Context: an optimization exercise on an open-source flow, tuned for small area and a short achievable clock period. The choices shown serve that exercise and are no tape-out recipe.
Function was checked by simulation only, so behaviour that the tests miss may differ from the original.
No activity file was given, so power comes from the tool's default toggle rates.

==> flow/design.v (excerpt) <==
module ipod_player(
    input  logic        clk,
    input  logic        reset,
    input  logic [7:0]  kbd_ascii,
    input  logic        speed_up,
    input  logic        speed_down,
    input  logic        speed_reset,
    input  logic        direction,
    input  logic [31:0] flash_readdata,
    input  logic        flash_readdatavalid,
    output logic        flash_read,
    output logic [3:0]  flash_byteenable,
    output logic [22:0] flash_address,
    output logic [15:0] audio_data,
    output logic        sample_clk
);
logic newclock1;      
logic newclock1_q;    
logic edgeclock1;     
logic idle;
rate_divider div1 (
    .clk(clk), .rst(reset),
    .speed_up(speed_up), .speed_down(speed_down), .speed_reset(speed_reset),
    .newclock(newclock1)
);
always_ff @(posedge clk, posedge reset)
    if (reset) begin
        newclock1_q <= 1'b0;
        edgeclock1  <= 1'b0;
    end else begin
        newclock1_q <= newclock1;
        edgeclock1  <= newclock1_q;
    end
address_gen addressset (
    .clk(clk), .rst(reset),
    .en(newclock1 & ~newclock1_q),
    .kbd(kbd_ascii),
    .idle(idle),
    .addr(flash_address)
);
flash_fsm flash (
    .clk(clk), .rst(reset),
    .direction(direction),
  ...
Size in the first run: about 150 flip-flops, ~92 I/O pins.
==> module rate_divider, before the edit <==
module rate_divider(
    input  logic clk,
    input  logic rst,
    input  logic speed_up,
    input  logic speed_down,
    input  logic speed_reset,
    output logic newclock
);
localparam logic [15:0] SAT = 16'hFFFF;
logic [15:0] mA, mP;
logic [15:0] el;       
logic        hi;       
logic        rc;
logic [15:0] WA, WP;
function automatic logic gt16(input logic [15:0] a, input logic [15:0] c);
    logic g;
    g = 1'b0;
    for (int i = 0; i < 16; i++) g = c[i] ? (a[i] & g) : (a[i] | g);
    gt16 = g;
endfunction
function automatic logic gt17(input logic [16:0] a, input logic [16:0] c);
    logic g;
    g = 1'b0;
    for (int i = 0; i < 17; i++) g = c[i] ? (a[i] & g) : (a[i] | g);
    gt17 = g;
endfunction
logic [15:0] mP_inc, mP_dec;
logic [16:0] ci, cd;
always_comb begin
    ci[0] = 1'b1;
    cd[0] = 1'b1;
    for (int i = 0; i < 16; i++) begin
        mP_inc[i] = mP[i] ^ ci[i];
        mP_dec[i] = mP[i] ^ cd[i];
        ci[i+1] = ci[i] & mP[i];
        cd[i+1] = cd[i] & ~mP[i];
    end
end
logic [15:0] mA_n;
always_comb
    if (speed_reset)     mA_n = 16'd22;
    else if (speed_up)   mA_n = mP_inc;
    else if (speed_down) mA_n = mP_dec;
    else                 mA_n = mP;
wire [15:0] e_hi = hi ? WP : 16'd0;
wire [31:0] e    = {e_hi, el};
logic [31:0] x;
logic [32:0] cx;
always_comb begin
    cx[0] = 1'b1;
    for (int i = 0; i < 32; i++) begin
        x[i] = e[i] ^ cx[i];
        cx[i+1] = cx[i] & e[i];
    end
end
wire dmax  = ~hi & ~(|el);
wire ebig  = hi;
wire xbig  = |x[31:16];    
wire [15:0] VA_s;
wire        VA_c;
rca #(16) addVA (.a(WA), .b(mA), .ci(1'b0), .s(VA_s), .co(VA_c));
wire [16:0] VA = {VA_c, VA_s};                           
wire        mA_gt25k = gt16(mA, 16'd25000);
wire        mA_gt50k = gt16(mA, 16'd50000);
wire        mP_gt50k = gt16(mP, 16'd50000);
wire        E1 = dmax ? mA_gt25k
                      : (~mA_gt50k & ~ebig & ~gt16(WA, 16'd25000) & gt17(VA, 17'd25000));
wire        E2 = dmax | (~mA_gt50k & (ebig | gt17(VA, 17'd50000)));
wire [15:0] B_s;
wire        B_c;
rca #(16) addB (.a(WP), .b(mP), .ci(1'b0), .s(B_s), .co(B_c));
wire [16:0] B = {B_c, B_s};                              
wire [16:0] Gp_s, Gm_s;
wire        Gp_c, Gm_c;
rca #(17) addGp (.a(B), .b({1'b0, e[15:0]}), .ci(1'b1), .s(Gp_s), .co(Gp_c));   
rca #(17) addGm (.a(B), .b({1'b1, ~e[15:0]}), .ci(1'b0), .s(Gm_s), .co(Gm_c));   
wire [13:0] x3_s;
wire        x3_c;
rca #(14) add3x (.a({1'b0, x[12:0]}), .b({x[12:0], 1'b0}), .ci(1'b0), .s(x3_s), .co(x3_c));
wire [12:0] x11_s;
wire        x11_c;
rca #(13) add11x (.a({1'b0, x3_c, x3_s[13:3]}), .b(x[12:0]), .ci(1'b0), .s(x11_s), .co(x11_c));
wire [16:0] x11 = {x11_c, x11_s, x3_s[2:0]};             
wire [15:0] W_rc  = mA_n[15] ? SAT : {mA_n[14:0], 1'b0};
wire [15:0] W_sr  = ((|x[31:12]) | x11[16] | x11[15]) ? SAT : {x11[14:0], 1'b0};
wire        big   = mP_gt50k | ebig;
wire [15:0] W_up  = (big | Gp_c | Gp_s[16]) ? SAT : Gp_s[15:0];
wire [15:0] W_dn  = (big | Gm_s[16]) ? SAT : Gm_s[15:0];
wire [15:0] W_hd  = (big | B_c) ? SAT : B_s;
wire [15:0] WA_n  = rc ? W_rc
                  : ({16{speed_reset}} & W_sr)
                  | ({16{~speed_reset & speed_up}} & W_up)
                  | ({16{~speed_reset & ~speed_up & speed_down}} & W_dn)
                  | ({16{~speed_reset & ~speed_up & ~speed_down}} & W_hd);
always_ff @(posedge clk, posedge rst)
    if (rst) begin
        mA <= 16'd22;
        mP <= 16'd22;
        el <= 16'd1;
        hi <= 1'b0;
        rc <= 1'b0;
        newclock <= 1'b0;
        WA <= 16'd22;
        WP <= 16'd22;
    end else begin
        mA <= mA_n;
        mP <= mA;
        el <= rc ? 16'd2 : x[15:0];
        hi <= ~rc & xbig;
        WA <= WA_n;
        WP <= rc ? (mA[15] ? SAT : {mA[14:0], 1'b0}) : xbig ? x[31:16] : (VA_c ? SAT : VA_s);
        if (E1) begin
            newclock <= 1'b1;
            rc <= 1'b0;
        end else if (E2) begin
            newclock <= 1'b0;
            rc <= 1'b1;
        end else begin
            rc <= 1'b0;
        end
    end
endmodule
Settings: LEC_CHECK=0, CAP_MARGIN=20, CORE_MARGIN=2, CORE_UTILIZATION=40, CTS_BUF_LIST=sky130_fd_sc_hd__clkbuf_8, SETUP_SLACK_MARGIN=5, SLEW_MARGIN=20; clock period 100.0 ns.
standard.sh (not shown) runs the stock make flow with config.mk's settings and CLKGATE_MAP_FILE= SYNTH_SCRIPT=/design/flow/synth_recipe.tcl, a recipe that flattens the netlist after the stock synthesis.
==> flow/flow/run.sh <==
#!/bin/bash
# The standard layout, with the port buffers made from the smallest
# buffer cell (buf_1) instead of the one buffer_ports picks by itself.
set -euo pipefail
export BUFFER_PORTS_ARGS="-buffer_cell sky130_fd_sc_hd__buf_1"
bash standard.sh finish > standard_flow.log 2>&1
The baseline completed without violations.
==> next run, changes <==
--- a/flow/design.v
+++ b/flow/design.v
@@ -6,14 +6,13 @@
     input  logic speed_down,
     input  logic speed_reset,
     output logic newclock
 );
 localparam logic [15:0] SAT = 16'hFFFF;
 logic [15:0] mA, mP;
-logic [15:0] el;       
-logic        hi;       
+logic [31:0] d;
 logic        rc;
 logic [15:0] WA, WP;
 function automatic logic gt16(input logic [15:0] a, input logic [15:0] c);
     logic g;
     g = 1'b0;
     for (int i = 0; i < 16; i++) g = c[i] ? (a[i] & g) : (a[i] | g);
@@ -40,26 +39,23 @@
 logic [15:0] mA_n;
 always_comb
     if (speed_reset)     mA_n = 16'd22;
     else if (speed_up)   mA_n = mP_inc;
     else if (speed_down) mA_n = mP_dec;
     else                 mA_n = mP;
-wire [15:0] e_hi = hi ? WP : 16'd0;
-wire [31:0] e    = {e_hi, el};
-logic [31:0] x;
-logic [32:0] cx;
+logic [31:0] e;
+logic [32:0] ce;
 always_comb begin
-    cx[0] = 1'b1;
+    ce[0] = 1'b1;
     for (int i = 0; i < 32; i++) begin
-        x[i] = e[i] ^ cx[i];
-        cx[i+1] = cx[i] & e[i];
+        e[i] = d[i] ^ ce[i];
+        ce[i+1] = ce[i] & d[i];
     end
 end
-wire dmax  = ~hi & ~(|el);
-wire ebig  = hi;
-wire xbig  = |x[31:16];    
+wire dmax = ce[32];
+wire ebig = |e[31:16];
 wire [15:0] VA_s;
 wire        VA_c;
 rca #(16) addVA (.a(WA), .b(mA), .ci(1'b0), .s(VA_s), .co(VA_c));
 wire [16:0] VA = {VA_c, VA_s};                           
 wire        mA_gt25k = gt16(mA, 16'd25000);
 wire        mA_gt50k = gt16(mA, 16'd50000);
@@ -72,21 +68,31 @@
 rca #(16) addB (.a(WP), .b(mP), .ci(1'b0), .s(B_s), .co(B_c));
 wire [16:0] B = {B_c, B_s};                              
 wire [16:0] Gp_s, Gm_s;
 wire        Gp_c, Gm_c;
 rca #(17) addGp (.a(B), .b({1'b0, e[15:0]}), .ci(1'b1), .s(Gp_s), .co(Gp_c));   
 rca #(17) addGm (.a(B), .b({1'b1, ~e[15:0]}), .ci(1'b0), .s(Gm_s), .co(Gm_c));   
+logic [12:0] x;
+logic [12:0] cx;
+always_comb begin
+    cx[0] = 1'b1;
+    for (int i = 0; i < 12; i++) begin
+        x[i] = e[i] ^ cx[i];
+        cx[i+1] = cx[i] & e[i];
+    end
+    x[12] = cx[12];
+end
 wire [13:0] x3_s;
 wire        x3_c;
-rca #(14) add3x (.a({1'b0, x[12:0]}), .b({x[12:0], 1'b0}), .ci(1'b0), .s(x3_s), .co(x3_c));
+rca #(14) add3x (.a({1'b0, x}), .b({x, 1'b0}), .ci(1'b0), .s(x3_s), .co(x3_c));
 wire [12:0] x11_s;
 wire        x11_c;
-rca #(13) add11x (.a({1'b0, x3_c, x3_s[13:3]}), .b(x[12:0]), .ci(1'b0), .s(x11_s), .co(x11_c));
+rca #(13) add11x (.a({x3_c, x3_s[13:3]}), .b(x), .ci(1'b0), .s(x11_s), .co(x11_c));
 wire [16:0] x11 = {x11_c, x11_s, x3_s[2:0]};             
 wire [15:0] W_rc  = mA_n[15] ? SAT : {mA_n[14:0], 1'b0};
-wire [15:0] W_sr  = ((|x[31:12]) | x11[16] | x11[15]) ? SAT : {x11[14:0], 1'b0};
+wire [15:0] W_sr  = ((|e[31:12]) | x11[16] | x11[15]) ? SAT : {x11[14:0], 1'b0};
 wire        big   = mP_gt50k | ebig;
 wire [15:0] W_up  = (big | Gp_c | Gp_s[16]) ? SAT : Gp_s[15:0];
 wire [15:0] W_dn  = (big | Gm_s[16]) ? SAT : Gm_s[15:0];
 wire [15:0] W_hd  = (big | B_c) ? SAT : B_s;
 wire [15:0] WA_n  = rc ? W_rc
                   : ({16{speed_reset}} & W_sr)
@@ -94,25 +100,23 @@
                   | ({16{~speed_reset & ~speed_up & speed_down}} & W_dn)
                   | ({16{~speed_reset & ~speed_up & ~speed_down}} & W_hd);
 always_ff @(posedge clk, posedge rst)
     if (rst) begin
         mA <= 16'd22;
         mP <= 16'd22;
-        el <= 16'd1;
-        hi <= 1'b0;
+        d  <= 32'd0;
         rc <= 1'b0;
         newclock <= 1'b0;
         WA <= 16'd22;
         WP <= 16'd22;
     end else begin
         mA <= mA_n;
         mP <= mA;
-        el <= rc ? 16'd2 : x[15:0];
-        hi <= ~rc & xbig;
+        d  <= rc ? 32'd1 : e;
         WA <= WA_n;
-        WP <= rc ? (mA[15] ? SAT : {mA[14:0], 1'b0}) : xbig ? x[31:16] : (VA_c ? SAT : VA_s);
+        WP <= rc ? (mA[15] ? SAT : {mA[14:0], 1'b0}) : (VA_c ? SAT : VA_s);
         if (E1) begin
             newclock <= 1'b1;
             rc <= 1'b0;
         end else if (E2) begin
             newclock <= 1'b0;
             rc <= 1'b1;
What happened: The new run passed the timing, DRC and antenna checks. Synthesized area is higher by 2.9%. Fmax is lower by 2.0%. Sequential power stays flat. Setup slack loses 450 ps. Register-to-register slack loses 800 ps. Die area is higher by 2.9%.

-- afterwards: timing with drivers on the ports --
The results above use ideal ports. As a check the final layouts listed here were re-extracted and re-timed, cells and wires unchanged.
Step 1 assumes that a clkbuf_16 drives the clock port and a buf_2 every other input.
Step 2 also shifts input and output timing later by t, the mid clock arrival at the registers, as if the neighbouring blocks saw the same clock.
Slacks: ideal / step 1 / step 2; pairs: ideal / step 1.
run | t, ns | setup slack, ns | hold slack, ns | worst setup path after step 2 | slew at the worst register clock pin (ns)
the first run | 0.496 | 78.150 / 78.171 / 77.674 | 0.400 / 0.400 / 0.400 | input to register | 0.10 / 0.10
the second run | 0.518 | 77.699 / 77.721 / 77.203 | 0.388 / 0.388 / 0.388 | input to register | 0.12 / 0.12
After both steps setup and hold are still met in every run listed. The setup slack of the second run, which loses most, moves by +0.022 ns with the drivers and by -0.496 ns with both steps.
